From an optimization exercise on the open Yosys and OpenROAD flow, aimed at small area; shortcuts taken in it are not production practice.
Where RTL was checked, it was by simulation tests only, not by an equivalence proof against the original.
The RTL of run 1 was laid out without a check of its function.
In every run shown here, the design's own scripts or RTL, not TritonCTS, make the clock network.
No driver is modelled on the clock port, so clock power and skew are understated where the tree is cut down; a real chip needs a root buffer or a tree.
No activity file was given, so power comes from the tool's default toggle rates.

--- flow/standard.sh ---
#!/bin/bash
# synth_recipe.tcl (not shown) runs the flow's synth.tcl, then flattens the netlist and writes it again
# the make line also repeats each setting of config.mk as NAME=value (left out here)
make -C /OpenROAD-flow-scripts/flow DESIGN_CONFIG=/design/flow/config.mk WORK_HOME=/design/flow/orfs CLKGATE_MAP_FILE= SYNTH_SCRIPT=/design/flow/synth_recipe.tcl "${@:-finish}"
--- flow/constraint.sdc ---
create_clock -name core_clock -period 10.0 [get_ports {clk}]
set_input_delay 2.0000 -clock core_clock [delete_from_list [all_inputs] [get_ports {clk}]]
set_output_delay 2.0000 -clock core_clock [all_outputs]
set_load 0.01 [all_outputs]
--- flow/config.mk ---
export PLATFORM = sky130hd
export DESIGN_NAME = main
export DESIGN_NICKNAME = main
export VERILOG_FILES = /design/flow/design.v
export SDC_FILE = /design/flow/constraint.sdc
export NUM_CORES = 4
export LEC_CHECK = 0
export CAP_MARGIN = 20
export CORE_MARGIN = 2
export CORE_UTILIZATION = 70
export PLACE_DENSITY = 0.85
export SLEW_MARGIN = 20
--- flow/flow/synth.tcl ---
# The standard flow's synthesis script (synth_recipe.tcl in the work folder), with ABC's
# mapping script replaced by flow/area.abc. Registers are mapped before ABC
# runs, so they are the same as the standard synthesis's.
set own_abc_script [file join [file dirname [info script]] area.abc]
proc abc {args} {
  set i [lsearch -exact $args -script]
  if { $i >= 0 } {
    set args [lreplace $args $i [expr { $i + 1 }] -script $::own_abc_script]
  }
  yosys abc {*}$args
}
source [file join [file dirname [file dirname [info script]]] synth_recipe.tcl]
--- flow/flow/clkbuf.tcl ---
# Clock buffering in place of a clock tree: the registers are split into
# four groups by position (along x, then y), and the clock port
# drives one buffer per group, placed at the group's centre.
proc clock_tree_synthesis {args} {
  set cell sky130_fd_sc_hd__clkbuf_4
  set ngroups 4
  set block [ord::get_db_block]
  set clknet [$block findNet clk]
  set master [[ord::get_db] findMaster $cell]
  set sinks {}
  foreach it [$clknet getITerms] {
    set bb [[$it getInst] getBBox]
    lappend sinks [list $it [expr {([$bb xMin] + [$bb xMax]) / 2}] [expr {([$bb yMin] + [$bb yMax]) / 2}]]
  }
  # split into groups: halve along x, then along y, ...
  set groups [list $sinks]
  set axis 1
  while {[llength $groups] < $ngroups} {
    set next {}
    foreach g $groups {
      set s [lsort -integer -index $axis $g]
      set h [expr {[llength $s] / 2}]
      lappend next [lrange $s 0 [expr {$h - 1}]] [lrange $s $h end]
    }
    set groups $next
    set axis [expr {3 - $axis}]
  }
  set gi 0
  foreach g $groups {
    set inst [odb::dbInst_create $block $master clkbuf_g$gi]
    set net [odb::dbNet_create $block clk_g$gi]
    $net setSigType CLOCK
    set sx 0; set sy 0
    foreach s $g {
      set it [lindex $s 0]
      $it disconnect
      $it connect $net
      set sx [expr {$sx + [lindex $s 1]}]
      set sy [expr {$sy + [lindex $s 2]}]
    }
    set n [llength $g]
    [$inst findITerm A] connect $clknet
    [$inst findITerm X] connect $net
    $inst setLocation [expr {$sx / $n}] [expr {$sy / $n}]
    $inst setPlacementStatus PLACED
    puts "clock buffer clkbuf_g$gi ($cell) drives $n registers"
    incr gi
  }
  set_propagated_clock [all_clocks]
}
--- flow/flow/area.abc ---
strash
&get -n
&deepsyn -T 60
&put
&get -n
&dch -f
&nf -a -R 1000
&put
topo
--- flow/design.v ---
`timescale 1ns / 1ps
module main(
    input clk,
    input rst,        
    input [9:0] sw,   
    output reg [6:0] segmentos,
    output reg [7:0] anodos
);
    reg [1:0] ph;
    reg [11:0] c;
    always @(posedge clk) begin
        ph <= rst ? 2'b00 : {ph[0], ~ph[1]};
        c  <= rst ? 12'd0 : c + {11'd0, ph == 2'b10};
    end
    wire ts  = (ph == 2'b11);                  
    wire ta1 = (ph == 2'b00) && (c == 12'h800);  
    wire cap = ts && (c[8:0] == 9'h000);       
    wire app = ts && (c[8:0] == 9'h002);       
    wire err   = (sw[7] & sw[8]) | (sw[7] & sw[9]) | (sw[8] & sw[9]);
    wire m_err = sw[0] & err;
    wire m_a3  = sw[0] & ~err & sw[9];
    wire m_a2  = sw[0] & ~err & sw[8];
    wire m_a1  = sw[0] & ~err & sw[7];
    wire m_nom = sw[0] & ~(sw[7] | sw[8] | sw[9]);
    localparam [2:0] G_NONE = 3'd0, G_ERR = 3'd1, G_A2 = 3'd2, G_A3 = 3'd3, G_NOM = 3'd4;
    reg [2:0] g;       
    reg [2:0] k;       
    reg [2:0] n;       
    always @(posedge clk) begin
        if (rst) begin
            g <= G_NONE;
            n <= 3'd1;
        end else if (ts) begin
            if (m_err) begin
                k <= (g == G_ERR && k != 3'd4) ? k + 3'd1 : 3'd0;
                g <= G_ERR;
            end else if (m_a2) begin
                k <= (g == G_A2) ? k + 3'd1 : 3'd0;
                g <= G_A2;
            end else if (m_a3) begin
                k <= (g == G_A3) ? k + 3'd1 : 3'd0;
                g <= G_A3;
            end else if (m_nom) begin
                k <= n;
                n <= (n == 3'd5) ? 3'd1 : n + 3'd1;
                g <= G_NOM;
            end else begin
                g <= G_NONE;
            end
        end
    end
    reg       f;       
    reg [2:0] p;       
    reg [3:0] w;       
    always @(posedge clk) begin
        if (cap) f <= c[9] ? m_a2 : (c[10] & m_a3);
        if (rst) begin
            p <= 3'd0;
            w <= 4'd8;
        end else begin
            if (app & f & c[9]) p <= p + 3'd1;
            if (w == 4'd8) begin
                if (ts & c[0]) w <= 4'd1;      
            end else if (app & f & ~c[9]) begin
                w <= (w == 4'd5) ? 4'd9 : w + 4'd1;
            end
        end
    end
    reg [2:0] a;       
    reg [2:0] m;       
    always @(posedge clk) begin
        if (rst) begin
            a <= 3'd0;
            m <= 3'd0;
        end else if (ta1) begin
            if (m_a1) begin
                a <= (a == 3'd5) ? 3'd1 : a + 3'd1;
                if (a == 3'd5 && m != 3'd5) m <= m + 3'd1;
            end else begin
                a <= 3'd0;
                m <= 3'd0;
            end
        end
    end
    function [6:0] name(input [2:0] t);    
        case (t)
            3'd2: name = 7'b0001000;  
            3'd3: name = 7'b1100011;  
            3'd4: name = 7'b1111011;  
            default: name = 7'b0100001;  
        endcase
    endfunction
    function [6:0] error_l(input [2:0] x);
        case (x)
            3'd0: error_l = 7'b0000110;  
            3'd3: error_l = 7'b1000000;  
            default: error_l = 7'b0101111;  
        endcase
    endfunction
    wire match = (m_err & g == G_ERR) | (m_a2 & g == G_A2) |
                 (m_a3 & g == G_A3) | (m_nom & g == G_NOM);
    wire on = m_a1 ? (a != 3'd0) : match;
    wire [2:0] pos = m_a1 ? a : k;
    wire [2:0] o2 = p[2] ? 3'd0 - p : p;   
    reg [3:0] base;
    always @(*) begin
        if (m_a1)           base = 4'd0;
        else if (g == G_A2) base = {1'b0, o2} - 4'd2;
        else if (g == G_A3) base = w;
        else                base = 4'd0;
    end
    wire [3:0] t = {1'b0, pos} + base;
    wire show1 = (m >= a);
    wire valid = (t >= 4'd1) & (t <= 4'd5) & (~m_a1 | show1);
    always @(*) begin
        segmentos = 7'b1111111;
        anodos = 8'b11111111;
        if (on) begin
            anodos = ~(8'h80 >> pos);
            if (~m_a1 & g == G_ERR) segmentos = error_l(k);
            else if (valid)         segmentos = name(t[2:0]);
        end
    end
endmodule
--- flow/flow/run.sh ---
#!/bin/bash
# Own layout flow: the standard flow (standard.sh), with
#  - synthesis through flow/synth.tcl: the standard flow's synthesis script unchanged, except
#    that ABC restructures and maps the logic for area (flow/area.abc: deep
#    AIG synthesis for 60 s, then area-oriented mapping), and the
#    half/full-adder extraction is off (ADDER_MAP_FILE empty);
#  - the port buffers made from sky130_fd_sc_hd__buf_1;
#  - in place of a clock tree, four clock buffers that the clock port drives,
#    each driving the registers of one quarter of the layout (flow/clkbuf.tcl,
#    run as the CTS step's PRE_CTS_TCL hook).
# Each tool's full output goes to the ORFS logs under orfs/logs, and make's
# output to flow_make.log in this folder.
set -euo pipefail
cd "$(dirname "$0")/.."
HERE=$(pwd)
bash standard.sh \
  "SYNTH_SCRIPT=$HERE/flow/synth.tcl" \
  "ADDER_MAP_FILE=" \
  "BUFFER_PORTS_ARGS=-buffer_cell sky130_fd_sc_hd__buf_1" \
  "PRE_CTS_TCL=$HERE/flow/clkbuf.tcl" \
  finish > "$HERE/flow_make.log" 2>&1
==> results.json, run 1 <==
{
  "totalWireLength_mm": 4.137,
  "status": "no timing/DRC/antenna violations",
  "overflow": 0,
  "drt-initial-drc-count": 121,
  "r2r_slack_ps": 7340,
  "drcViolationCount": 0,
  "wl_per_cell_um": 13.65,
  "final_max_slew_viol_count": 0,
  "core-area_um2": 2545,
  "ctsHoldBuffers": 0,
  "gp_congestion": 0.8599,
  "hold_viol_final": 0,
  "synth_seq_cells": 37,
  "cp_max_fo": 11,
  "p_per_area_nw_per_um2": 110.0,
  "grtUsageTotal_pct": 27.03,
  "fin_skew_ps": 26.45,
  "rows": 18,
  "post_cts_buffers": 0,
  "seq_area_um2": 780.7,
  "synth_flop_cell": "dfxtp_1",
  "seqPwrFrac_pct": 67.7,
  "worstSkewPairLatency_ps": 170,
  "slew-limit-headroom_pct": 55.52,
  "die_x_um": 56.31,
  "crit_end": "segmentos[5]",
  "clock.fmax_mhz": 149.1,
  "dieArea_um2": 3171,
  "ios": 27,
  "grt_max_degree": 16,
  "cp-start-kind": "input pin",
  "synth-async-reset-ratio_pct": 0,
  "period_share_pct": 67.09,
  "drv_cap": 0,
  "io_buffers": 20,
  "vias_per_cell": 6.234,
  "tns_ps": 0,
  "synth_nets": 262,
  "synth_seq_area_share_pct": 40.76,
  "power.switching_w": 0.00005050,
  "worstSetupPathType": "in2out",
  "p_comb_share_pct": 7.1,
  "cts_resized": 0,
  "num_antenna_cells": 0,
  "initial_core_util_pct": 75.27,
  "ant_nets": 0,
  "multi_input_area_um2": 1101,
  "fillCellCount": 189,
  "yosys_warnings": 1,
  "rsz0062_at_grt": "no",
  "r2r_start": "ph[0]",
  "finalCriticalPeriod_ps": 6709,
  "synth_top_area_cell": "dfxtp_1",
  "syn_area_per_cell_um2": 7.662,
  "synthTopCellsByCount": "nand2_1, dfxtp_1, nor2_1",
  "endpoint_kind": "output pin",
  "vdd_drop_max_v": 0.0001296,
  "vias": 1889,
  "clkPwrFrac_pct": 25.1,
  "synth-edff-count": 4,
  "crit_start": "sw[9]",
  "clk_pin_slew_ps": 80,
  "netlist.area_leader.share_pct": 34.49,
  "die_h_um": 56.31,
  "crit_arrival_ps": 4710,
  "grt_pass1_wl_mm": 7.251,
  "grt_antenna_before_repair": 0,
  "nets": 287,
  "area_growth_pct": 7.054,
  "hold_path_class": "reg2reg",
  "synth_cell_types": 36,
  "reg2regPathDepth": 12,
  "dp_hpwl_mm": 3.156,
  "synthCells": 250,
  "firstDrtPassIters": 4,
  "fin_hold_ws_ps": 494.1,
  "power.share.switching_pct": 22.38,
  "rr_endpoint": "m[1]",
  "synth.cell_area_um2": 1916,
  "p_leak_nw": 0.7538,
  "final_layout_size_suffix_gt1_share_pct": 1.465,
  "cp.required_ps": 8000,
  "p_int_w": 0.0001752,
  "tightestPinTransition_ps": 667.2,
  "yosysMostFrequentCell": "nand2_1",
  "grt_pass1_vias": 1702,
  "ys_top_cells_by_area": "dfxtp_1, a21oi_1, nand2_1, edfxtp_1, o21ai_0",
  "setup_violations": 0
}
-- through the flow --
stage	setup WS (ps)	std cells	total power (W)	area (um2)	utilization, %
2_1_floorplan	3761	250	0.0001657	1916	-
3_3_place_gp	3410	299	0.0001716	2021	79.40
3_5_place_dp	3363	299	0.0001720	2021	79.40
4_1_cts	3340	303	0.0002251	2051	80.58
5_1_grt	3020	303	0.0002335	2051	80.58
6_report	3291	303	0.0002257	2051	80.58
-- worst min-delay path by stage --
stage | from | to | cells after the start
finish | n[1] | n[2] | 2
global route | g[2] | g[2] | 1
CTS | n[1] | n[2] | 2
detailed placement | n[1] | n[2] | 2
global placement | n[2] | n[2] | 2
floorplan | n[2] | n[2] | 2
-- power by group through the flow --
stage	Sequential, W	Combinational (W)	Clock, W
final	0.000153	0.0000161	0.0000568
after global routing	0.000153	0.0000180	0.0000624
after CTS	0.000153	0.0000159	0.0000565
after detailed placement	0.000156	0.0000159	0
after global placement	0.000156	0.0000155	0
after floorplan	0.000156	0.0000101	0
-- registers in the layout, indices dropped and copies added (netlist names) --
register / flops
ph: 2
m: 3
w: 4
c: 12
g: 3
n: 3
f: 1
p: 3
a: 3
k: 3
-- routing by layer --
layer  GRT usage (%)  wire length, um  vias up
li1                -                -      962
met4           7.143               92        0
met2           47.23             1919       63
met3           2.304              241       13
met5               0                0        -
met1           35.91             1885      851
-- cell usage in the layout, fill, tap and decap left out, drive strengths merged, types with 2 or more instances in the layout --
master and n:
buf 20, nor2b 3, dfxtp 33, a31oi 3, nor4 3, and3 12, a21o 3, nor2 28
nor3b 3, o31ai 2, a21oi 27, clkinv 7, o21a 2, xor2 4, nor3 14, o21ai 22
nand4 2, clkbuf 4, a22o 2, mux2i 2, edfxtp 4, a211oi 4, nor4b 2, or3 2
nand3 8, and2 9, or2 4, nand2 35
-- layout make-up --
class | instances | area share [%]
inverters | 7 | 1.281
plain buffers | 4 | 1.464
repair buffers | 20 | 3.661
flip-flops and latches | 37 | 38.07
well taps | 30 | 1.830
multi-input cells | 205 | 53.69
-- logic make-up after synthesis --
| family | share of synthesized area [%] |
|---|---|
| mux | 1.045 |
| buf+inv | 1.764 |
| xor+xnor | 2.286 |
| flops | 40.76 |
| simple gates | 31.94 |
| compound gates | 21.69 |
| fa+ha+maj | 0.5226 |
-- worst max-delay path, cell delays in order --
cell	delay, ps
buf_1	190
nor2_1	280
nand3_1	380
o21ai_0	240
a21oi_1	60
a21oi_1	260
o31ai_1	140
nand2_1	90
nand3_1	100
a21oi_1	170
nand2_1	80
or2_0	240
a21o_1	190
nor2_1	80
a21oi_1	60
buf_1	140
==> inputs of run 2 (changes only) <==
--- a/flow/design.v
+++ b/flow/design.v
@@ -56,13 +56,13 @@
         if (cap) f <= c[9] ? m_a2 : (c[10] & m_a3);
         if (rst) begin
             p <= 3'd0;
-            w <= 4'd8;
+            w <= 4'd7;
         end else begin
             if (app & f & c[9]) p <= p + 3'd1;
-            if (w == 4'd8) begin
-                if (ts & c[0]) w <= 4'd1;      
+            if (w == 4'd7) begin
+                if (ts & c[0]) w <= 4'd0;      
             end else if (app & f & ~c[9]) begin
-                w <= (w == 4'd5) ? 4'd9 : w + 4'd1;
+                w <= (w == 4'd4) ? 4'd8 : w + 4'd1;
             end
         end
     end
@@ -84,9 +84,9 @@
     end
     function [6:0] name(input [2:0] t);    
         case (t)
-            3'd2: name = 7'b0001000;  
-            3'd3: name = 7'b1100011;  
-            3'd4: name = 7'b1111011;  
+            3'd1: name = 7'b0001000;  
+            3'd2: name = 7'b1100011;  
+            3'd3: name = 7'b1111011;  
             default: name = 7'b0100001;  
         endcase
     endfunction
@@ -104,14 +104,14 @@
     wire [2:0] o2 = p[2] ? 3'd0 - p : p;   
     reg [3:0] base;
     always @(*) begin
-        if (m_a1)           base = 4'd0;
-        else if (g == G_A2) base = {1'b0, o2} - 4'd2;
+        if (m_a1)           base = 4'hF;                   
+        else if (g == G_A2) base = {1'b0, o2} - 4'd3;
         else if (g == G_A3) base = w;
-        else                base = 4'd0;
+        else                base = 4'hF;                   
     end
     wire [3:0] t = {1'b0, pos} + base;
     wire show1 = (m >= a);
-    wire valid = (t >= 4'd1) & (t <= 4'd5) & (~m_a1 | show1);
+    wire valid = (t <= 4'd4) & (~m_a1 | show1);
     always @(*) begin
         segmentos = 7'b1111111;
         anodos = 8'b11111111;
==> flow/flow/run.sh (replaced) <==
#!/bin/bash
# Own layout flow: the standard flow (standard.sh), with
#  - synthesis through flow/synth.tcl: the standard flow's synthesis script unchanged, except
#    that ABC is run several times (deep AIG synthesis with different seeds,
#    then area-oriented mapping) and the smallest result is kept, and the
#    half/full-adder extraction is off (ADDER_MAP_FILE empty);
#  - the port buffers made from sky130_fd_sc_hd__buf_1;
#  - in place of a clock tree, two clock buffers that the clock port drives,
#    each driving the registers of one half of the layout (flow/clkbuf.tcl,
#    run as the CTS step's PRE_CTS_TCL hook).
# Each tool's full output goes to the ORFS logs under orfs/logs, and make's
# output to flow_make.log in this folder.
set -euo pipefail
cd "$(dirname "$0")/.."
HERE=$(pwd)
bash standard.sh \
  "SYNTH_SCRIPT=$HERE/flow/synth.tcl" \
  "ADDER_MAP_FILE=" \
  "BUFFER_PORTS_ARGS=-buffer_cell sky130_fd_sc_hd__buf_1" \
  "PRE_CTS_TCL=$HERE/flow/clkbuf.tcl" \
  finish > "$HERE/flow_make.log" 2>&1
--- a/flow/flow/clkbuf.tcl
+++ b/flow/flow/clkbuf.tcl
@@ -1,9 +1,9 @@
 # Clock buffering in place of a clock tree: the registers are split into
-# four groups by position (along x, then y), and the clock port
+# two groups by position (halves along x), and the clock port
 # drives one buffer per group, placed at the group's centre.
 proc clock_tree_synthesis {args} {
-  set cell sky130_fd_sc_hd__clkbuf_4
-  set ngroups 4
+  set cell sky130_fd_sc_hd__clkbuf_8
+  set ngroups 2
   set block [ord::get_db_block]
   set clknet [$block findNet clk]
   set master [[ord::get_db] findMaster $cell]
==> flow/flow/synth.tcl (replaced) <==
# The standard flow's synthesis script (synth_recipe.tcl in the work folder), with ABC's
# mapping step replaced: ABC is run several times on the same logic, each run
# restructuring the AIG (&deepsyn with its own random seed) and mapping it for
# area, and the run with the smallest cell area is kept. The runs go in
# parallel in separate Yosys processes on a copy of the design, and the kept
# one's result is read back here. Registers are mapped before ABC runs, so they are the
# same as the standard synthesis's.
set own_flow_dir [file dirname [file normalize [info script]]]
set own_dir [file join $::env(OBJECTS_DIR) own_abc]
file mkdir $own_dir
proc own_abc_script {seed mapper} {
  set f [file join $::own_dir abc_${mapper}_${seed}.script]
  set h [open $f w]
  puts $h "strash"
  puts $h "&get -n"
  puts $h "&deepsyn -J 100 -S $seed"
  puts $h "&put"
  switch $mapper {
    nf    { puts $h "&get -n\n&dch -f\n&nf -a -R 1000\n&put" }
    amap  { puts $h "dch -f\namap -F 4 -A 4" }
    amapm { puts $h "dch -f\namap -m -F 4 -A 4" }
  }
  puts $h "topo"
  close $h
  return $f
}
proc own_area {f} {
  set h [open $f r]; set t [read $h]; close $h
  if {![regexp {Chip area for (?:top )?module '\\[^']*': ([0-9.]+)} $t -> a]} { return {} }
  return $a
}
proc abc {args} {
  set i [lsearch -exact $args -script]
  if { $i < 0 } { yosys abc {*}$args; return }
  set libs {}
  foreach j [lsearch -all -exact $args -liberty] { lappend libs -liberty [lindex $args [expr {$j + 1}]] }
  set pre [file join $::own_dir pre_abc.il]
  yosys write_rtlil $pre
  set jobs [file join $::own_dir jobs.txt]
  set jh [open $jobs w]
  set cands {}
  foreach mapper {amapm amap nf} {
    for {set seed 0} {$seed < 12} {incr seed} {
      set s [own_abc_script $seed $mapper]
      set tag ${mapper}_${seed}
      set ys [file join $::own_dir run_$tag.ys]
      set h [open $ys w]
      puts $h "read_rtlil $pre"
      puts $h "abc [join [lreplace $args $i [expr {$i + 1}] -script $s] { }]"
      puts $h "tee -q -o [file join $::own_dir stat_$tag.txt] stat $libs"
      puts $h "write_rtlil [file join $::own_dir post_$tag.il]"
      close $h
      puts $jh "$::env(YOSYS_EXE) -q -l [file join $::own_dir run_$tag.log] -s $ys"
      lappend cands [list $tag $s]
    }
  }
  close $jh
  set ncpu [expr {[info exists ::env(NUM_CORES)] ? $::env(NUM_CORES) : 4}]
  catch { exec sh -c "tr '\\n' '\\0' < $jobs | xargs -0 -P $ncpu -I CMD sh -c 'CMD > /dev/null 2>&1'" }
  set best {}
  set log [open [file join $::own_dir runs.txt] w]
  foreach c $cands {
    lassign $c tag s
    set a [own_area [file join $::own_dir stat_$tag.txt]]
    puts $log "$tag: $a"
    if {$a ne {} && ($best eq {} || $a < [lindex $best 0])} { set best [list $a $s $tag] }
  }
  close $log
  if {$best eq {}} {
    puts "own abc: no parallel run finished; using the first candidate"
    set best [list {} [lindex [lindex $cands 0] 1] [lindex [lindex $cands 0] 0]]
  }
  set post [file join $::own_dir post_[lindex $best 2].il]
  if {[lindex $best 0] ne {} && [file exists $post]} {
    puts "own abc: keeping [lindex $best 2] (area [lindex $best 0])"
    yosys design -reset
    yosys read_rtlil $post
  } else {
    yosys abc {*}[lreplace $args $i [expr {$i + 1}] -script [lindex $best 1]]
  }
}
source [file join [file dirname $own_flow_dir] synth_recipe.tcl]
--- a/flow/config.mk
+++ b/flow/config.mk
@@ -7,6 +7,6 @@
 export LEC_CHECK = 0
 export CAP_MARGIN = 20
 export CORE_MARGIN = 2
-export CORE_UTILIZATION = 70
-export PLACE_DENSITY = 0.85
+export CORE_UTILIZATION = 40
+export PLACE_DENSITY = 0.75
 export SLEW_MARGIN = 20
removed: flow/flow/area.abc
==> results.json, run 2 <==
{
  "largest_reg_flops": 12,
  "fillCellCount": 464,
  "synth_seq_area_share_pct": 41.54,
  "grtUsageTotal_pct": 14.66,
  "initial_core_util_pct": 42.29,
  "grt_util_met2_pct": 25.15,
  "area_growth_pct": 8.522,
  "use_met1_pct": 21.18,
  "mostFrequentLayoutCells": "clkinv_1, nor2_1, dfxtp_1",
  "vias_per_cell": 5.538,
  "fin_skew_ps": 10.36,
  "reg2regPathDepth": 12,
  "r2r_slack_ps": 7150,
  "worstSetupPathType": "in2out",
  "setup_violations": 0,
  "synth_nets": 264,
  "synth.cell_area_um2": 1879,
  "worstSkewPairLatency_ps": 170,
  "final_layout_size_suffix_gt1_share_pct": 0.7326,
  "period_share_pct": 75.28,
  "vdd_drop_max_v": 0.00007988,
  "yosysMostFrequentCell": "clkinv_1",
  "synth_top_area_cell": "dfxtp_1",
  "synth_flop_cell": "dfxtp_1",
  "rsz0062_at_grt": "no",
  "synthCells": 252,
  "r2r_start": "c[8]",
  "status": "no timing/DRC/antenna violations",
  "num_antenna_cells": 0,
  "rr_endpoint": "w[2]",
  "ios": 27,
  "hold_viol_final": 0,
  "cp.required_ps": 8000,
  "drv_cap": 0,
  "p_leak_nw": 0.6528,
  "vias": 1800,
  "grt_pass1_wl_mm": 6.499,
  "synth_cell_types": 33,
  "synthTopCellsByCount": "clkinv_1, nor2_1, dfxtp_1",
  "firstDrtPassIters": 4,
  "endpoint_kind": "output pin",
  "regMostFlops": "c",
  "slew-limit-headroom_pct": 49.40,
  "p_per_area_nw_per_um2": 112.7,
  "die_x_um": 72.55,
  "nets": 287,
  "ys_top_cells_by_area": "dfxtp_1, clkinv_1, nor2_1, o21ai_0, edfxtp_1",
  "core-area_um2": 4444,
  "grt_antenna_before_repair": 0,
  "crit_arrival_ps": 5530,
  "totalWireLength_mm": 3.855,
  "power.total_w": 0.0002299,
  "overflow": 0,
  "cp_max_fo": 11,
  "synth-edff-count": 4,
  "crit_end": "segmentos[0]",
  "synth-async-reset-ratio_pct": 0,
  "hold_path_class": "reg2reg",
  "netlist.area_leader.share_pct": 35.15,
  "io_buffers": 20,
  "gp_congestion": 0.8995,
  "cp-start-kind": "input pin",
  "largest_registers": "c: 12 flops, w: 4 flops",
  "dp_hpwl_mm": 2.993,
  "tightestPinTransition_ps": 759.0,
  "grt_pass1_vias": 1481,
  "layout_commonest_cell": "clkinv_1",
  "die_h_um": 72.55,
  "grt_max_degree": 20,
  "syn_area_per_cell_um2": 7.458,
  "cts_resized": 0,
  "tns_ps": 0,
  "ctsHoldBuffers": 0,
  "crit_start": "sw[9]",
  "grt_use_met3_pct": 0.8333,
  "yosys_warnings": 1,
  "utilization_pct": 45.89,
  "post_cts_buffers": 0,
  "clock.fmax_mhz": 132.8,
  "synth_seq_cells": 37,
  "drt-initial-drc-count": 121,
  "clk_pin_slew_ps": 110,
  "final_max_slew_viol_count": 0,
  "finalCriticalPeriod_ps": 7528,
  "wl_per_cell_um": 11.86,
  "rows": 24,
  "drcViolationCount": 0,
  "busiest_layer": "met2",
  "ant_nets": 0,
  "dieArea_um2": 5263
}
-- run 2: layout make-up --
cell class / count / area (um2) / share of cell area, %
repair buffers: 20 / 75.07 / 3.681
inverters: 38 / 142.6 / 6.994
plain buffers: 2 / 27.53 / 1.350
multi-input cells: 176 / 948.4 / 46.50
well taps: 52 / 65.06 / 3.190
flip-flops and latches: 37 / 780.7 / 38.28
-- run 2: worst min-delay path by stage --
stage | start | slack [ps] | endpoint | cells past startpoint
after floorplan | ph[1] | 420 | ph[0] | 1
after global placement | ph[1] | 430 | ph[0] | 1
after detailed placement | ph[1] | 440 | ph[0] | 1
after CTS | n[1] | 460 | n[1] | 1
after global routing | ph[1] | 470 | ph[0] | 1
final | n[1] | 450 | n[1] | 1
-- run 2: per-stage QoR --
stage,cell area (um2),setup WS [ps],instances,hold WS [ps]
6_report,2039,2472,325,451.1
5_1_grt,2039,1870,325,472.9
4_1_cts,2039,2555,325,457.8
3_5_place_dp,2012,2580,323,437.8
3_3_place_gp,2012,2581,323,433.1
2_1_floorplan,1879,3252,252,417.0
-- run 2: power by group --
group | leakage [nW] | total (W) | internal [W] | switching [W]
logic | 0.335 | 0.0000207 | 0.00000606 | 0.0000146
registers | 0.304 | 0.000154 | 0.000152 | 0.00000170
clock network | 0.0144 | 0.0000551 | 0.0000187 | 0.0000364
-- run 2: logic make-up (layout without fill, tap and decap cells) --
family | count (synthesis) | count (layout) | synth area share (%)
and+or+nand+nor | 101 | 101 | 25.03
AOI/OAI and AO/OA | 75 | 75 | 25.43
buffers and inverters | 39 | 60 | 7.990
DFF | 37 | 37 | 41.54
-- run 2: per-layer routing --
| metal | vias to the layer above | part of all wire [%] |
|---|---|---|
| met5 | - | 0 |
| met4 | 0 | 0.83 |
| met3 | 3 | 3.5 |
| met2 | 29 | 46 |
| met1 | 803 | 50 |
| li1 | 965 | - |
-- run 2: worst max-delay path, stage by stage --
cell and delay (ps):
buf_1 140, clkinv_1 130, nand3_1 110, nor2_1 520, clkinv_1 310, o22ai_1 410, nor2_1 140, a21oi_1 210
clkinv_1 130, o21ai_0 270, a221oi_1 120, a2111oi_0 360, o21a_1 220, o21ai_0 110, o21bai_1 180, buf_1 160
==> inputs of run 3 (changes only) <==
--- a/flow/flow/clkbuf.tcl
+++ b/flow/flow/clkbuf.tcl
@@ -2,7 +2,7 @@
 # two groups by position (halves along x), and the clock port
 # drives one buffer per group, placed at the group's centre.
 proc clock_tree_synthesis {args} {
-  set cell sky130_fd_sc_hd__clkbuf_8
+  set cell sky130_fd_sc_hd__clkbuf_16
   set ngroups 2
   set block [ord::get_db_block]
   set clknet [$block findNet clk]
--- a/flow/config.mk
+++ b/flow/config.mk
@@ -8,5 +8,4 @@
 export CAP_MARGIN = 20
 export CORE_MARGIN = 2
 export CORE_UTILIZATION = 40
-export PLACE_DENSITY = 0.75
 export SLEW_MARGIN = 20
==> results.json, run 3 <==
{
  "netlist.area_leader.share_pct": 35.15,
  "synth_nets": 264,
  "synthCells": 252,
  "ys_top_cells_by_area": "dfxtp_1, clkinv_1, nor2_1, o21ai_0, edfxtp_1",
  "drcViolationCount": 0,
  "firstDrtPassIters": 4,
  "p_per_area_nw_per_um2": 120.2,
  "area_growth_pct": 9.721,
  "grt_max_degree": 20,
  "grt_pass1_vias": 1620,
  "cp.depth": 16,
  "grtUsageTotal_pct": 15.83,
  "clk_pin_slew_ps": 70,
  "slowest_stage": "nor2_1",
  "worstSetupPathType": "in2out",
  "crit_arrival_ps": 5540,
  "regMostFlops": "c",
  "synth-async-reset-ratio_pct": 0,
  "grt_pass1_wl_mm": 7.086,
  "dieArea_um2": 5263,
  "synth_cell_types": 33,
  "design_area_um2": 2062,
  "power.switching_w": 0.00005324,
  "ant_nets": 0,
  "final_max_slew_viol_count": 0,
  "synth_seq_area_share_pct": 41.54,
  "layout_commonest_cell": "clkinv_1",
  "clock.fmax_mhz": 132.6,
  "reg2regPathDepth": 12,
  "p_int_w": 0.0001947,
  "crit_family": "compound AO/OA/AOI/OAI gates",
  "mostFrequentLayoutCells": "clkinv_1, nor2_1, dfxtp_1",
  "ctsHoldBuffers": 0,
  "status": "no timing/DRC/antenna violations",
  "overflow": 0,
  "holdPathStages": 1,
  "vias": 1764,
  "gp_congestion": 0.7774,
  "clkPwrFrac_pct": 29.5,
  "die_h_um": 72.55,
  "tns_ps": 0,
  "nets": 287,
  "p_comb_share_pct": 8.3,
  "period_share_pct": 75.40,
  "endpoint_kind": "output pin",
  "cts_resized": 0,
  "fin_skew_ps": 8.381,
  "synth-edff-count": 4,
  "p_leak_nw": 0.6630,
  "utilization_pct": 46.40,
  "vias_per_cell": 5.428,
  "post_cts_buffers": 0,
  "hold_path_class": "reg2reg",
  "rows": 24,
  "totalWireLength_mm": 3.976,
  "largest_reg_flops": 12,
  "worstSkewPairLatency_ps": 140,
  "synth_top_area_cell": "dfxtp_1",
  "rsz0062_at_grt": "no",
  "power.share.switching_pct": 21.47,
  "grt_antenna_before_repair": 0,
  "cp_max_fo": 11,
  "finalCriticalPeriod_ps": 7540,
  "final_layout_size_suffix_gt1_share_pct": 0.7326,
  "synth_seq_cells": 37,
  "vdd_drop_max_v": 0.00008735,
  "die_x_um": 72.55,
  "cp-start-kind": "input pin",
  "tightestPinTransition_ps": 767.7,
  "cp_num_buf_inv": 5,
  "synth_flop_cell": "dfxtp_1",
  "slew-limit-headroom_pct": 48.35,
  "fillCellCount": 466,
  "yosysMostFrequentCell": "clkinv_1",
  "wl_per_cell_um": 12.23,
  "io_buffers": 20,
  "seqPwrFrac_pct": 62.2,
  "hold_viol_final": 0,
  "path_cells": "buf_1 > clkinv_1 > nand3_1 > nor2_1 > clkinv_1 > o22ai_1 > nor2_1 > a21oi_1 > clkinv_1 > o21ai_0 > a221oi_1 > a2111oi_0 > o21a_1 > o21ai_0 > o21bai_1 > buf_1",
  "largest_registers": "c: 12 flops, w: 4 flops",
  "placed_area_um2": 2012,
  "num_antenna_cells": 0,
  "drt-initial-drc-count": 64,
  "cp.required_ps": 8000,
  "drv_cap": 0,
  "initial_core_util_pct": 42.29,
  "cpMostUsedCell": "clkinv_1",
  "setup_violations": 0,
  "synth.cell_area_um2": 1879,
  "ios": 27,
  "fin_hold_ws_ps": 455.0,
  "dp_hpwl_mm": 3.131,
  "yosys_warnings": 1,
  "slowest_delay_ps": 490,
  "synthTopCellsByCount": "clkinv_1, nor2_1, dfxtp_1",
  "core-area_um2": 4444,
  "syn_area_per_cell_um2": 7.458
}
[run 3: cell count changes in the layout (fill, tap and decap cells not counted)]
cell | before | now
clkbuf_16 | 0 | 2
clkbuf_8 | 2 | 0
[run 3: metrics by stage]
step,instances,total power (W),setup slack [ps]
after floorplan,252,0.0001716,3252
after global placement,323,0.0001779,2502
after detailed placement,323,0.0001780,2573
after CTS,325,0.0002524,2553
after global routing,325,0.0002586,1917
final,325,0.0002479,2460
[run 3: final cells by class]
cell class,count,area (um2),share of cell area [%]
inverters,38,142.6,6.917
multi-input cells,176,948.4,46.00
well taps,52,65.06,3.155
plain buffers,2,50.05,2.427
flip-flops and latches,37,780.7,37.86
repair buffers,20,75.07,3.641
[run 3: worst paths after layout]
check	start	endpoint	slack, ps
max	sw[8]	segmentos[5]	2460
min	ph[1]	ph[0]	460
max reg2reg	c[8]	w[2]	7140
min reg2reg	ph[1]	ph[0]	460
[run 3: power by group through the flow]
stage          clock [W]  combinational [W]  sequential (W)
2_1_floorplan          0          0.0000143        0.000157
3_3_place_gp           0          0.0000202        0.000158
3_5_place_dp           0          0.0000204        0.000158
4_1_cts        0.0000778          0.0000204        0.000154
5_1_grt        0.0000803          0.0000237        0.000155
6_report       0.0000732          0.0000205        0.000154
[run 3: logic make-up after synthesis]
logic type             Yosys count  synth area share [%]
AND/OR/NAND/NOR                101                 25.03
buffers and inverters           39                 7.990
AO/OA/AOI/OAI                   75                 25.43
flip-flops                      37                 41.54
[run 3: metal layers]
| metal | vias up | global-route usage (%) | part of all wire (%) |
|---|---|---|---|
| met5 | - | 0 | 0 |
| met4 | 0 | 1.440 | 0.88 |
| met3 | 2 | 0.8333 | 3.2 |
| met2 | 30 | 27.78 | 45 |
| met1 | 773 | 22.33 | 51 |
| li1 | 959 | - | - |
==> inputs of run 4 (changes only) <==
--- a/flow/flow/clkbuf.tcl
+++ b/flow/flow/clkbuf.tcl
@@ -2,8 +2,8 @@
 # two groups by position (halves along x), and the clock port
 # drives one buffer per group, placed at the group's centre.
 proc clock_tree_synthesis {args} {
-  set cell sky130_fd_sc_hd__clkbuf_16
-  set ngroups 2
+  set cell sky130_fd_sc_hd__clkbuf_4
+  set ngroups 4
   set block [ord::get_db_block]
   set clknet [$block findNet clk]
   set master [[ord::get_db] findMaster $cell]
--- a/flow/config.mk
+++ b/flow/config.mk
@@ -8,4 +8,5 @@
 export CAP_MARGIN = 20
 export CORE_MARGIN = 2
 export CORE_UTILIZATION = 40
+export PLACE_DENSITY = 0.75
 export SLEW_MARGIN = 20
==> results.json, run 4 <==
{
  "endpoint_kind": "output pin",
  "firstDrtPassIters": 4,
  "dieArea_um2": 5263,
  "crit_arrival_ps": 5520,
  "vias_per_cell": 5.602,
  "rr_endpoint": "w[2]",
  "layout_commonest_cell": "clkinv_1",
  "synth_top_area_cell": "dfxtp_1",
  "final_max_slew_viol_count": 0,
  "grt_antenna_before_repair": 0,
  "totalWireLength_mm": 3.898,
  "seq_area_um2": 780.7,
  "synth_seq_area_share_pct": 41.54,
  "p_leak_nw": 0.6568,
  "drcViolationCount": 0,
  "fillCellCount": 463,
  "cp-start-kind": "input pin",
  "mostFrequentLayoutCells": "clkinv_1, nor2_1, dfxtp_1",
  "grt_pass1_wl_mm": 6.534,
  "regMostFlops": "c",
  "multi_input_area_um2": 948.4,
  "period_share_pct": 75.22,
  "worstSetupPathType": "in2out",
  "cts_resized": 0,
  "syn_area_per_cell_um2": 7.458,
  "wl_per_cell_um": 11.92,
  "synthTopCellsByCount": "clkinv_1, nor2_1, dfxtp_1",
  "die_h_um": 72.55,
  "yosysMostFrequentCell": "clkinv_1",
  "synth_nets": 264,
  "initial_core_util_pct": 42.29,
  "gp_congestion": 0.8995,
  "synth-async-reset-ratio_pct": 0,
  "cp_max_fo": 11,
  "fin_skew_ps": 12.61,
  "clock.fmax_mhz": 133.0,
  "overflow": 0,
  "status": "no timing/DRC/antenna violations",
  "synth_seq_cells": 37,
  "ios": 27,
  "utilization_pct": 45.95,
  "die_x_um": 72.55,
  "tns_ps": 0,
  "ys_top_cells_by_area": "dfxtp_1, clkinv_1, nor2_1, o21ai_0, edfxtp_1",
  "vdd_drop_max_v": 0.00007498,
  "vias": 1832,
  "clk_pin_slew_ps": 90,
  "netlist.area_leader.share_pct": 35.15,
  "grt_pass1_vias": 1510,
  "grtUsageTotal_pct": 14.77,
  "hold_viol_final": 0,
  "tightestPinTransition_ps": 743.6,
  "slew-limit-headroom_pct": 50.43,
  "setup_violations": 0,
  "synth_cell_types": 33,
  "synth_flop_cell": "dfxtp_1",
  "worstSkewPairLatency_ps": 160,
  "ant_nets": 0,
  "largest_registers": "c: 12 flops, w: 4 flops",
  "r2r_slack_ps": 7160,
  "rows": 24,
  "yosys_warnings": 1,
  "synth-edff-count": 4,
  "post_cts_buffers": 0,
  "ctsHoldBuffers": 0,
  "hold_path_class": "reg2reg",
  "area_growth_pct": 8.655,
  "synth.cell_area_um2": 1879,
  "drv_cap": 0,
  "nets": 289,
  "final_layout_size_suffix_gt1_share_pct": 1.455,
  "finalCriticalPeriod_ps": 7522,
  "num_antenna_cells": 0,
  "cp.required_ps": 8000,
  "crit_start": "sw[9]",
  "rsz0062_at_grt": "no",
  "drt-initial-drc-count": 146,
  "io_buffers": 20,
  "core-area_um2": 4444,
  "synthCells": 252,
  "p_per_area_nw_per_um2": 112.7,
  "r2r_start": "c[8]",
  "reg2regPathDepth": 12,
  "crit_end": "segmentos[0]",
  "largest_reg_flops": 12,
  "grt_max_degree": 18,
  "dp_hpwl_mm": 2.993,
  "power.total_w": 0.0002302
}
[run 4: worst min-delay path by stage]
stage	to	slack, ps	start	cells past startpoint
after floorplan	ph[0]	420	ph[1]	1
after global placement	ph[0]	430	ph[1]	1
after detailed placement	ph[0]	440	ph[1]	1
after CTS	n[1]	450	n[1]	1
after global routing	ph[0]	470	ph[1]	1
final	n[1]	450	n[1]	1
[run 4: metal layers]
metal | global-route usage [%] | vias to the layer above | routed length (um) | part of all wire [%]
li1 | - | 970 | - | -
met1 | 20.83 | 818 | 1886 | 48
met2 | 25.35 | 40 | 1771 | 45
met3 | 1.389 | 4 | 193 | 5.0
met4 | 1.646 | 0 | 46 | 1.2
met5 | 0 | - | 0 | 0
[run 4: kinds of logic (layout without fill, tap and decap cells)]
group	count (synthesis)	after routing	share of synthesized area (%)
flops	37	37	41.54
simple gates	101	101	25.03
buf+inv	39	62	7.990
compound gates	75	75	25.43
[run 4: power breakdown]
part	internal, W	switching (W)	leakage, nW
registers	0.000152	0.00000172	0.304
clock network	0.0000192	0.0000362	0.0184
logic	0.00000606	0.0000146	0.335
[run 4: per-stage QoR]
step / worst slack, ps / instances / hold WS [ps] / instance area (um2)
floorplan: 3252 / 252 / 417.0 / 1879
global placement: 2581 / 323 / 433.1 / 2012
detailed placement: 2580 / 323 / 437.8 / 2012
CTS: 2555 / 327 / 454.7 / 2042
global route: 1870 / 327 / 470.4 / 2042
finish: 2478 / 327 / 448.3 / 2042
[run 4: worst max-delay path, cell delays in order]
cell	delay (ps)
buf_1	130
clkinv_1	120
nand3_1	110
nor2_1	520
clkinv_1	310
o22ai_1	410
nor2_1	140
a21oi_1	210
clkinv_1	130
o21ai_0	270
a221oi_1	120
a2111oi_0	360
o21a_1	220
o21ai_0	110
o21bai_1	180
buf_1	160
[run 4: layout make-up]
type                            instances  share of cell area (%)
Sequential cell                        37                   38.24
Tap cell                               52                   3.186
Timing Repair Buffer                   20                   3.676
Multi-Input combinational cell        176                   46.45
Buffer                                  4                   1.471
Inverter                               38                   6.985
==> inputs of run 5 (changes only) <==
--- a/flow/design.v
+++ b/flow/design.v
@@ -6,16 +6,12 @@
     output reg [6:0] segmentos,
     output reg [7:0] anodos
 );
-    reg [1:0] ph;
-    reg [11:0] c;
-    always @(posedge clk) begin
-        ph <= rst ? 2'b00 : {ph[0], ~ph[1]};
-        c  <= rst ? 12'd0 : c + {11'd0, ph == 2'b10};
-    end
-    wire ts  = (ph == 2'b11);                  
-    wire ta1 = (ph == 2'b00) && (c == 12'h800);  
-    wire cap = ts && (c[8:0] == 9'h000);       
-    wire app = ts && (c[8:0] == 9'h002);       
+    reg [13:0] c;
+    always @(posedge clk) c <= rst ? 14'd0 : c + 14'd1;
+    wire ts  = (c[1:0] == 2'b10);           
+    wire ta1 = (c == 14'h2000);             
+    wire cap = (c[10:0] == 11'h002);        
+    wire app = (c[10:0] == 11'h00A);        
     wire err   = (sw[7] & sw[8]) | (sw[7] & sw[9]) | (sw[8] & sw[9]);
     wire m_err = sw[0] & err;
     wire m_a3  = sw[0] & ~err & sw[9];
@@ -53,15 +49,15 @@
     reg [2:0] p;       
     reg [3:0] w;       
     always @(posedge clk) begin
-        if (cap) f <= c[9] ? m_a2 : (c[10] & m_a3);
+        if (cap) f <= c[11] ? m_a2 : (c[12] & m_a3);
         if (rst) begin
             p <= 3'd0;
             w <= 4'd7;
         end else begin
-            if (app & f & c[9]) p <= p + 3'd1;
+            if (app & f & c[11]) p <= p + 3'd1;
             if (w == 4'd7) begin
-                if (ts & c[0]) w <= 4'd0;      
-            end else if (app & f & ~c[9]) begin
+                if (c[2] & c[1]) w <= 4'd0;
+            end else if (app & f & ~c[11]) begin
                 w <= (w == 4'd4) ? 4'd8 : w + 4'd1;
             end
         end
@@ -104,10 +100,10 @@
     wire [2:0] o2 = p[2] ? 3'd0 - p : p;   
     reg [3:0] base;
     always @(*) begin
-        if (m_a1)           base = 4'hF;                   
+        if (m_a1)           base = 4'hF;
         else if (g == G_A2) base = {1'b0, o2} - 4'd3;
         else if (g == G_A3) base = w;
-        else                base = 4'hF;                   
+        else                base = 4'hF;
     end
     wire [3:0] t = {1'b0, pos} + base;
     wire show1 = (m >= a);
==> results.json, run 5 <==
{
  "cp.required_ps": 8000,
  "synthCells": 256,
  "yosys_warnings": 1,
  "rows": 24,
  "dieArea_um2": 5229,
  "ctsHoldBuffers": 0,
  "final_layout_size_suffix_gt1_share_pct": 1.786,
  "vias_per_cell": 5.440,
  "synth-edff-count": 4,
  "ant_nets": 0,
  "dp_hpwl_mm": 2.993,
  "synth_seq_area_share_pct": 41.82,
  "drt-initial-drc-count": 136,
  "p_leak_nw": 0.6877,
  "p_int_w": 0.0001813,
  "p_comb_share_pct": 10.8,
  "fin_skew_ps": 12.23,
  "tightestPinTransition_ps": 818.3,
  "power.share.switching_pct": 23.68,
  "hold_viol_final": 0,
  "ios": 27,
  "endpoint_kind": "output pin",
  "synthMuxAreaShare_pct": 0,
  "firstDrtPassIters": 4,
  "cp-start-kind": "input pin",
  "crit_arrival_ps": 5100,
  "setup_violations": 0,
  "mostFrequentLayoutCells": "nor2_1, clkinv_1, dfxtp_1",
  "ys_top_cells_by_area": "dfxtp_1, nor2_1, o21ai_0, clkinv_1, edfxtp_1",
  "clk_pin_slew_ps": 110,
  "vdd_drop_max_v": 0.00005777,
  "die_h_um": 72.32,
  "overflow": 0,
  "wl_per_cell_um": 11.69,
  "tns_ps": 0,
  "post_cts_buffers": 0,
  "largest_reg_flops": 14,
  "worstSetupPathType": "in2out",
  "synth_flop_cell": "dfxtp_1",
  "synth_compound_area_share_pct": 22.18,
  "largest_registers": "c: 14 flops, w: 4 flops",
  "cp_max_fo": 7,
  "final_max_slew_viol_count": 0,
  "drcViolationCount": 0,
  "worstSkewPairLatency_ps": 160,
  "io_buffers": 20,
  "grt_antenna_before_repair": 0,
  "synth_xor_area_share_pct": 0,
  "crit_start": "sw[9]",
  "power.switching_w": 0.00005624,
  "synth_seq_cells": 37,
  "synth_top_family_by_area": "simple AND/OR/NAND/NOR gates",
  "clock.fmax_mhz": 140.8,
  "grt_max_degree": 17,
  "num_antenna_cells": 0,
  "grt_pass1_wl_mm": 7.051,
  "hold_path_class": "reg2reg",
  "totalWireLength_mm": 3.882,
  "synth_top_area_cell": "dfxtp_1",
  "seqPwrFrac_pct": 65.7,
  "area_growth_pct": 9.115,
  "gp_congestion": 0.7924,
  "p_per_area_nw_per_um2": 116.6,
  "grtUsageTotal_pct": 15.91,
  "clkPwrFrac_pct": 23.4,
  "r2r_start": "c[2]",
  "netlist.area_leader.share_pct": 35.39,
  "dp.cells": 328,
  "grt_pass1_vias": 1645,
  "hp-start": "m[2]",
  "synth_nets": 268,
  "synth_cell_types": 30,
  "synth.cell_area_um2": 1867,
  "synth-async-reset-ratio_pct": 0,
  "vias": 1806,
  "core-area_um2": 4414,
  "regMostFlops": "c",
  "yosysMostFrequentCell": "nor2_1",
  "nets": 294,
  "cts_resized": 0,
  "syn_area_per_cell_um2": 7.292,
  "layout_commonest_cell": "nor2_1",
  "drv_cap": 0,
  "fin_hold_ws_ps": 458.4,
  "finalCriticalPeriod_ps": 7104,
  "die_x_um": 72.32,
  "slew-limit-headroom_pct": 44.94,
  "synthTopCellsByCount": "nor2_1, clkinv_1, dfxtp_1",
  "initial_core_util_pct": 42.29,
  "synth-simple-area-share_pct": 28.95,
  "rsz0062_at_grt": "no",
  "status": "no timing/DRC/antenna violations",
  "fin_cells": 332,
  "synth_fa_ha_area_share_pct": 0,
  "period_share_pct": 71.04
}
run 5: path summary, 6_finish.rpt:
check                                    end  slack [ps]  cells past startpoint
worst max register to register          m[2]        7400                      9
worst min register to register          m[2]         460                      1
worst max-delay path            segmentos[0]        2900                     16
worst min-delay path                    m[2]         460                      1
run 5: cells by family after synthesis:
kind of cell    after synthesis
simple gates                116
compound gates               69
flops                        37
buf+inv                      34
run 5: final cells by class:
cell class | count | area, um2
buffer | 4 | 30.03
fill | 474 | 2377
inverter | 33 | 123.9
multi-input combinational | 185 | 954.7
sequential | 37 | 780.7
tap | 52 | 65.06
timing repair buffer | 21 | 82.58
run 5: worst max-delay path, cell delays in order:
cell	delay, ps
buf_1	210
clkinv_1	160
nand4_1	260
clkinv_1	250
o22ai_1	350
clkinv_1	200
a21oi_1	370
a21oi_1	160
o21ai_0	250
nor2_1	60
a21oi_1	140
nor2_1	60
o221ai_1	260
nor2_1	90
o21ai_0	120
buf_1	180
run 5: power by group through the flow:
stage / Clock [W] / Sequential [W] / Combinational (W)
finish: 0.0000557 / 0.000156 / 0.0000257
global route: 0.0000639 / 0.000157 / 0.0000292
CTS: 0.0000585 / 0.000156 / 0.0000256
detailed placement: 0 / 0.000160 / 0.0000254
global placement: 0 / 0.000160 / 0.0000248
floorplan: 0 / 0.000159 / 0.0000181
run 5: metrics by stage:
step / util, % / instance area (um2) / setup WS, ps / power [W]
floorplan: - / 1867 / 3620 / 0.0001770
CTS: 46.15 / 2037 / 2929 / 0.0002403
finish: 46.15 / 2037 / 2896 / 0.0002375
detailed placement: 45.46 / 2007 / 2948 / 0.0001851
global placement: 45.46 / 2007 / 2977 / 0.0001843
global route: 46.15 / 2037 / 2479 / 0.0002500
run 5: metal layers:
layer / track usage, % / part of all wire [%] / vias up
met5: 0 / 0 / -
met2: 27.93 / 44 / 30
met4: 1.468 / 1.1 / 0
met1: 22.19 / 50 / 811
li1: - / - / 962
met3: 1.250 / 4.4 / 3
==> inputs of run 6 (changes only) <==
--- a/flow/design.v
+++ b/flow/design.v
@@ -56,7 +56,7 @@
         end else begin
             if (app & f & c[11]) p <= p + 3'd1;
             if (w == 4'd7) begin
-                if (c[2] & c[1]) w <= 4'd0;
+                if (c[2] & c[1]) w <= 4'd0;    
             end else if (app & f & ~c[11]) begin
                 w <= (w == 4'd4) ? 4'd8 : w + 4'd1;
             end
@@ -100,10 +100,10 @@
     wire [2:0] o2 = p[2] ? 3'd0 - p : p;   
     reg [3:0] base;
     always @(*) begin
-        if (m_a1)           base = 4'hF;
+        if (m_a1)           base = 4'hF;                   
         else if (g == G_A2) base = {1'b0, o2} - 4'd3;
         else if (g == G_A3) base = w;
-        else                base = 4'hF;
+        else                base = 4'hF;                   
     end
     wire [3:0] t = {1'b0, pos} + base;
     wire show1 = (m >= a);
--- a/flow/flow/run.sh
+++ b/flow/flow/run.sh
@@ -5,8 +5,8 @@
 #    then area-oriented mapping) and the smallest result is kept, and the
 #    half/full-adder extraction is off (ADDER_MAP_FILE empty);
 #  - the port buffers made from sky130_fd_sc_hd__buf_1;
-#  - in place of a clock tree, two clock buffers that the clock port drives,
-#    each driving the registers of one half of the layout (flow/clkbuf.tcl,
+#  - in place of a clock tree, four clock buffers that the clock port drives,
+#    each driving the registers of one quarter of the layout (flow/clkbuf.tcl,
 #    run as the CTS step's PRE_CTS_TCL hook).
 # Each tool's full output goes to the ORFS logs under orfs/logs, and make's
 # output to flow_make.log in this folder.
--- a/flow/flow/clkbuf.tcl
+++ b/flow/flow/clkbuf.tcl
@@ -1,5 +1,5 @@
 # Clock buffering in place of a clock tree: the registers are split into
-# two groups by position (halves along x), and the clock port
+# four groups by position (halves along x, then along y), and the clock port
 # drives one buffer per group, placed at the group's centre.
 proc clock_tree_synthesis {args} {
   set cell sky130_fd_sc_hd__clkbuf_4
==> results.json, run 6 <==
{
  "area_growth_pct": 9.115,
  "io_buffers": 20,
  "synth_fa_ha_area_share_pct": 0,
  "cp_max_fo": 7,
  "slew-limit-headroom_pct": 44.94,
  "fin_skew_ps": 12.23,
  "largest_reg_flops": 14,
  "tightestPinTransition_ps": 818.3,
  "gp_congestion": 0.7924,
  "design_area_um2": 2037,
  "grt_pass1_wl_mm": 7.051,
  "worstSetupPathType": "in2out",
  "seq_area_um2": 780.7,
  "netlist.area_leader.share_pct": 35.39,
  "clock.fmax_mhz": 140.8,
  "multi_input_area_um2": 954.7,
  "nets": 294,
  "dieArea_um2": 5229,
  "die_h_um": 72.32,
  "tns_ps": 0,
  "synth_xor_area_share_pct": 0,
  "synth_compound_area_share_pct": 22.18,
  "grtUsageTotal_pct": 15.91,
  "synth.cell_area_um2": 1867,
  "finalCriticalPeriod_ps": 7104,
  "yosysMostFrequentCell": "nor2_1",
  "drt-initial-drc-count": 136,
  "cp-start-kind": "input pin",
  "grt_pass1_vias": 1645,
  "mostFrequentLayoutCells": "nor2_1, clkinv_1, dfxtp_1",
  "firstDrtPassIters": 4,
  "grt_antenna_before_repair": 0,
  "cp.required_ps": 8000,
  "post_cts_buffers": 0,
  "setup_violations": 0,
  "status": "no timing/DRC/antenna violations",
  "overflow": 0,
  "rows": 24,
  "synth-edff-count": 4,
  "endpoint_kind": "output pin",
  "final_max_slew_viol_count": 0,
  "crit_arrival_ps": 5100,
  "rsz0062_at_grt": "no",
  "p_per_area_nw_per_um2": 116.6,
  "synthTopCellsByCount": "nor2_1, clkinv_1, dfxtp_1",
  "ant_nets": 0,
  "num_antenna_cells": 0,
  "core-area_um2": 4414,
  "synth-async-reset-ratio_pct": 0,
  "fin_hold_ws_ps": 458.4,
  "totalWireLength_mm": 3.882,
  "hold_viol_final": 0,
  "synth_flop_cell": "dfxtp_1",
  "regMostFlops": "c",
  "vdd_drop_max_v": 0.00005777,
  "syn_area_per_cell_um2": 7.292,
  "largest_registers": "c: 14 flops, w: 4 flops",
  "final_layout_size_suffix_gt1_share_pct": 1.786,
  "synth_top_area_cell": "dfxtp_1",
  "drv_cap": 0,
  "fin_cells": 332,
  "synth_cell_types": 30,
  "vias": 1806,
  "worstSkewPairLatency_ps": 160,
  "hold_path_class": "reg2reg",
  "synthCells": 256,
  "drcViolationCount": 0,
  "initial_core_util_pct": 42.29,
  "grt_max_degree": 17,
  "die_x_um": 72.32,
  "layout_commonest_cell": "nor2_1",
  "synth_seq_cells": 37,
  "dp_hpwl_mm": 2.993,
  "wl_per_cell_um": 11.69,
  "ios": 27,
  "ys_top_cells_by_area": "dfxtp_1, nor2_1, o21ai_0, clkinv_1, edfxtp_1",
  "synth_top_family_by_area": "simple AND/OR/NAND/NOR gates",
  "clk_pin_slew_ps": 110,
  "synth_nets": 268,
  "fillCellCount": 474,
  "synthMuxAreaShare_pct": 0,
  "yosys_warnings": 1,
  "cts_resized": 0,
  "placed_area_um2": 2007,
  "period_share_pct": 71.04,
  "ctsHoldBuffers": 0,
  "synth_seq_area_share_pct": 41.82,
  "vias_per_cell": 5.440,
  "synth-simple-area-share_pct": 28.95,
  "p_leak_nw": 0.6877,
  "dp.cells": 328
}
## run 6: cell counts after synthesis
Identical to the previous run, type by type.
## run 6: logic make-up (layout without fill, tap and decap cells)
| group | after synthesis | in the layout |
|---|---|---|
| flip-flops | 37 | 37 |
| AND/OR/NAND/NOR | 116 | 116 |
| buffers and inverters | 34 | 58 |
| AO/OA/AOI/OAI | 69 | 69 |
## run 6: worst paths after layout
check / end / startpoint / depth (start not counted) / slack (ps)
max reg2reg: m[2] / c[2] / 9 / 7400
min reg2reg: m[2] / m[2] / 1 / 460
max: segmentos[0] / sw[9] / 16 / 2900
min: m[2] / m[2] / 1 / 460
## run 6: per-layer routing
metal  share of wire [%]  global-route usage (%)  vias up
met4                 1.1                   1.468        0
met3                 4.4                   1.250        3
met2                  44                   27.93       30
met1                  50                   22.19      811
met5                   0                       0        -
li1                    -                       -      962
## run 6: cell type report
type,count,share of cell area [%]
Multi-Input combinational cell,185,46.87
Sequential cell,37,38.33
Inverter,33,6.081
Timing Repair Buffer,21,4.054
Tap cell,52,3.194
Buffer,4,1.474
## run 6: critical path: stages
cell and delay, ps:
buf_1 210, clkinv_1 160, nand4_1 260, clkinv_1 250, o22ai_1 350, clkinv_1 200, a21oi_1 370, a21oi_1 160
o21ai_0 250, nor2_1 60, a21oi_1 140, nor2_1 60, o221ai_1 260, nor2_1 90, o21ai_0 120, buf_1 180
## run 6: power by group
part           switching (W)  leakage, nW  internal (W)
clock network      0.0000365       0.0184     0.0000192
logic              0.0000172        0.365    0.00000849
registers         0.00000255        0.304      0.000154
## run 6: metrics by stage
step	total power [W]	util, %	setup WS [ps]
after floorplan	0.0001770	-	3620
after global placement	0.0001843	45.46	2977
after detailed placement	0.0001851	45.46	2948
after CTS	0.0002403	46.15	2929
after global routing	0.0002500	46.15	2479
final	0.0002375	46.15	2896

-- static timing again, ports no longer ideal --
No port has a modelled driver above. Below, the same layouts with a new extraction and two added sets of constraints.
Step 1 sets driving cells, clkbuf_16 on the clock port and buf_2 on the other inputs (assumed; they add their load-dependent delay and slew).
Step 2 also shifts input and output timing later by t, the mid clock arrival at the registers, as if the neighbouring blocks saw the same clock.
Three values: ideal, step 1, step 2; two values: the first two.
run | t, ns | setup WS [ns] | worst hold slack (ns)
run 1 | 0.206 | 3.291 / 3.270 / 3.270 | 0.494 / 0.494 / 0.494
run 2 | 0.198 | 2.472 / 2.449 / 2.449 | 0.451 / 0.451 / 0.451
run 3 | 0.186 | 2.460 / 2.441 / 2.441 | 0.455 / 0.455 / 0.455
run 4 | 0.205 | 2.478 / 2.455 / 2.455 | 0.448 / 0.448 / 0.448
run 5 | 0.202 | 2.896 / 2.875 / 2.875 | 0.458 / 0.458 / 0.458
run 6 | 0.202 | 2.896 / 2.875 / 2.875 | 0.458 / 0.458 / 0.458
After both steps every run listed still meets setup and hold.
